This design comes from an exercise in tuning for small area on the open sky130 flow, not from production work.
Only simulation tests tie the RTL to the original design; equivalence was not proved.

Design rgb2ycrcb, start of the top module:
module rgb2ycrcb(clk, rst, r, g, b, y, cr, cb);
	input        clk;
	input        rst;
	input  [9:0] r, g, b;
	output reg [9:0] y, cr, cb;
	reg [31:0] pa;
	reg [38:0] pb;
	reg rst1, rst2;
	wire kill = rst | rst1 | rst2;
	wire x1;
	gxn ux1 (.a(r[0]), .b(g[0]), .y(x1));
	wire c2;
	assign c2 = (r[0] | ~g[0]);
	wire i3;
	assign i3 = ~g[1];
	wire s4;
	wire c5;
	fa us4 (.a(r[1]), .b(i3), .c(c2), .s(s4), .co(c5));
	wire i6;
	assign i6 = ~g[2];
	wire s7;
	wire c8;
	fa us7 (.a(r[2]), .b(i6), .c(c5), .s(s7), .co(c8));
	wire i9;
	assign i9 = ~g[3];
	wire s10;
	wire c11;
	fa us10 (.a(r[3]), .b(i9), .c(c8), .s(s10), .co(c11));
	wire i12;
	assign i12 = ~g[4];
	wire s13;
	wire c14;
	fa us13 (.a(r[4]), .b(i12), .c(c11), .s(s13), .co(c14));
	wire i15;
	assign i15 = ~g[5];
	wire s16;
	wire c17;
	fa us16 (.a(r[5]), .b(i15), .c(c14), .s(s16), .co(c17));
	wire i18;
	assign i18 = ~g[6];
	wire s19;
	wire c20;
	fa us19 (.a(r[6]), .b(i18), .c(c17), .s(s19), .co(c20));
	wire i21;
	assign i21 = ~g[7];
	wire s22;
	wire c23;
	fa us22 (.a(r[7]), .b(i21), .c(c20), .s(s22), .co(c23));
	wire i24;
	assign i24 = ~g[8];
	wire s25;
	wire c26;
	fa us25 (.a(r[8]), .b(i24), .c(c23), .s(s25), .co(c26));
	wire i27;
	assign i27 = ~g[9];
	wire s28;
	wire c29;
	fa us28 (.a(r[9]), .b(i27), .c(c26), .s(s28), .co(c29));
	wire x30;
	gxn ux30 (.a(b[0]), .b(g[0]), .y(x30));
	wire c31;
	assign c31 = (b[0] & ~g[0]);
	wire s32;
	wire c33;
	fa us32 (.a(b[1]), .b(i3), .c(c31), .s(s32), .co(c33));
	wire s34;
	wire c35;
	fa us34 (.a(b[2]), .b(i6), .c(c33), .s(s34), .co(c35));
	wire s36;
	wire c37;
	fa us36 (.a(b[3]), .b(i9), .c(c35), .s(s36), .co(c37));
	wire s38;
	wire c39;
	fa us38 (.a(b[4]), .b(i12), .c(c37), .s(s38), .co(c39));
	wire s40;
	wire c41;
	fa us40 (.a(b[5]), .b(i15), .c(c39), .s(s40), .co(c41));
	wire s42;
  ...
clock: 6.0 ns
lec_check: 0
cap_margin: 20
core_margin: 2
core_utilization: 80
gpl_timing_driven: 0
slew_margin: 20
synth_hierarchical: 1
synth_minimum_keep_size: 0
standard.sh (not shown) runs the stock make flow with config.mk's settings and CLKGATE_MAP_FILE= SYNTH_SCRIPT=/design/flow/synth_recipe.tcl, a recipe that flattens the netlist after the stock synthesis.
==> flow/flow/run.sh <==
#!/bin/bash
# Standard ORFS layout with two changes: small port buffers, and a clock tree of small
# buffers without dummy loads.
set -euo pipefail
bash standard.sh \
  "BUFFER_PORTS_ARGS=-buffer_cell sky130_fd_sc_hd__buf_1" \
  "CTS_ARGS=-sink_clustering_enable -repair_clock_nets -buf_list sky130_fd_sc_hd__clkbuf_8 -dont_use_dummy_load" \
  finish > make_finish.log 2>&1
Next try:
--- a/flow/config.mk
+++ b/flow/config.mk
@@ -7,5 +7,6 @@
 export LEC_CHECK = 0
+export ABC_CLOCK_PERIOD_IN_PS = 20000
 export CAP_MARGIN = 20
 export CORE_MARGIN = 2
-export CORE_UTILIZATION = 80
+export CORE_UTILIZATION = 75
 export GPL_TIMING_DRIVEN = 0
After rerunning: Wire length went down by 9.1%; global-route usage went down by 4.6 points.
Next try:
--- a/flow/config.mk
+++ b/flow/config.mk
@@ -7,3 +7,2 @@
 export LEC_CHECK = 0
-export ABC_CLOCK_PERIOD_IN_PS = 20000
 export CAP_MARGIN = 20
The changed run produced a clean layout.
Synthesized cell count stays the same.
Global-route usage is unchanged.
Wire length stays the same.
Clock-buffer cell count is unchanged.
Utilization stays the same.
Design area does not change.
Next try:
--- a/flow/config.mk
+++ b/flow/config.mk
@@ -10,3 +10,3 @@
 export CORE_UTILIZATION = 75
-export GPL_TIMING_DRIVEN = 0
+export GPL_TIMING_DRIVEN = 1
 export SLEW_MARGIN = 20
Area after synthesis does not change.
Global-route usage went up by 0.13 points.
First-iteration DRC count is higher by 27%.
Design area is higher by 0.36%.

* * *

Another version of the RTL of rgb2ycrcb (not shown whole).
For scale: ~430 cells after synthesis, roughly 99 flip-flops, ~62 I/O pins.
export LEC_CHECK = 0
export CAP_MARGIN = 20
export CORE_MARGIN = 2
export CORE_UTILIZATION = 75
export GPL_TIMING_DRIVEN = 0
export SLEW_MARGIN = 20
export SYNTH_HIERARCHICAL = 1
export SYNTH_MINIMUM_KEEP_SIZE = 0
create_clock -name core_clock -period 6.0 [get_ports {clk}]
==> flow/flow/run.sh <==
#!/bin/bash
# Standard ORFS layout with two changes: small port buffers, and a clock tree of small
# buffers without dummy loads.
set -euo pipefail
bash standard.sh \
  "BUFFER_PORTS_ARGS=-buffer_cell sky130_fd_sc_hd__buf_1" \
  "CTS_ARGS=-sink_clustering_enable -repair_clock_nets -buf_list {sky130_fd_sc_hd__clkbuf_4 sky130_fd_sc_hd__clkbuf_8} -dont_use_dummy_load" \
  finish > make_finish.log 2>&1
The first run produced a clean layout.
Then changed:
--- a/flow/flow/run.sh
+++ b/flow/flow/run.sh
@@ -7 +7 @@
-  "CTS_ARGS=-sink_clustering_enable -repair_clock_nets -buf_list {sky130_fd_sc_hd__clkbuf_4 sky130_fd_sc_hd__clkbuf_8} -dont_use_dummy_load" \
+  "CTS_ARGS=-sink_clustering_enable -repair_clock_nets -buf_list sky130_fd_sc_hd__clkbuf_16 -dont_use_dummy_load" \
Result: The new run passed the timing, design-rule and antenna checks. Critical path depth is unchanged. Clock-buffer cell count is unchanged. Global-route usage goes up by 2.5 points. Utilization came out higher by 1.3 points. Worst setup slack improved by 0.012 ns. Synthesized cell count is unchanged.
Then changed:
--- a/flow/flow/run.sh
+++ b/flow/flow/run.sh
@@ -7 +7 @@
-  "CTS_ARGS=-sink_clustering_enable -repair_clock_nets -buf_list sky130_fd_sc_hd__clkbuf_16 -dont_use_dummy_load" \
+  "CTS_ARGS=-sink_clustering_enable -repair_clock_nets -buf_list sky130_fd_sc_hd__clkbuf_8 -sink_clustering_size 30 -sink_clustering_max_diameter 200 -sink_clustering_levels 1 -dont_use_dummy_load" \
=> Global-route usage is lower by 2.5 points; via count is lower by a few percent; die area stays the same; non-clock buffer count is unchanged; final area is lower slightly; sequential share of layout area is higher by 0.49 points; register-to-register slack hardly moves; clock-buffer cell count is unchanged.

[separate check: timing with driven ports]
Ports are ideal in the flow. The routed layouts listed here were re-timed in OpenROAD. Step 1 (the two cells are an assumption about what drives the block):
set clk [get_ports {clk}]
set_driving_cell -lib_cell sky130_fd_sc_hd__clkbuf_16 $clk
set_driving_cell -lib_cell sky130_fd_sc_hd__buf_2 [delete_from_list [all_inputs] $clk]
Step 2, shift: input delay + t, output delay - t, t = (earliest + latest rising clock arrival at the registers) / 2. This alone moves slack from input paths to output paths. a / b / c = ideal / step 1 / step 2; a / b = the first two.
run	t, ns	slack for setup (ns)	worst hold slack (ns)	worst setup path at the end	pins driven straight from the clock port
the first run of note 1	0.385	0.204 / 0.204 / 0.204	0.342 / 0.342 / 0.342	register to register	1
the second run of note 1	0.380	0.103 / 0.103 / 0.103	0.319 / 0.319 / 0.319	register to register	1
the third run of note 1	0.380	0.103 / 0.103 / 0.103	0.319 / 0.319 / 0.319	register to register	1
the fourth run of note 1	0.380	0.205 / 0.205 / 0.205	0.342 / 0.342 / 0.342	register to register	1
the first run of note 2	0.384	0.217 / 0.217 / 0.217	0.384 / 0.384 / 0.384	register to register	1
the second run of note 2	0.367	0.228 / 0.228 / 0.228	0.378 / 0.378 / 0.378	register to register	1
the third run of note 2	0.384	0.217 / 0.217 / 0.217	0.384 / 0.384 / 0.384	register to register	1
After both steps setup and hold are still met in every run listed.
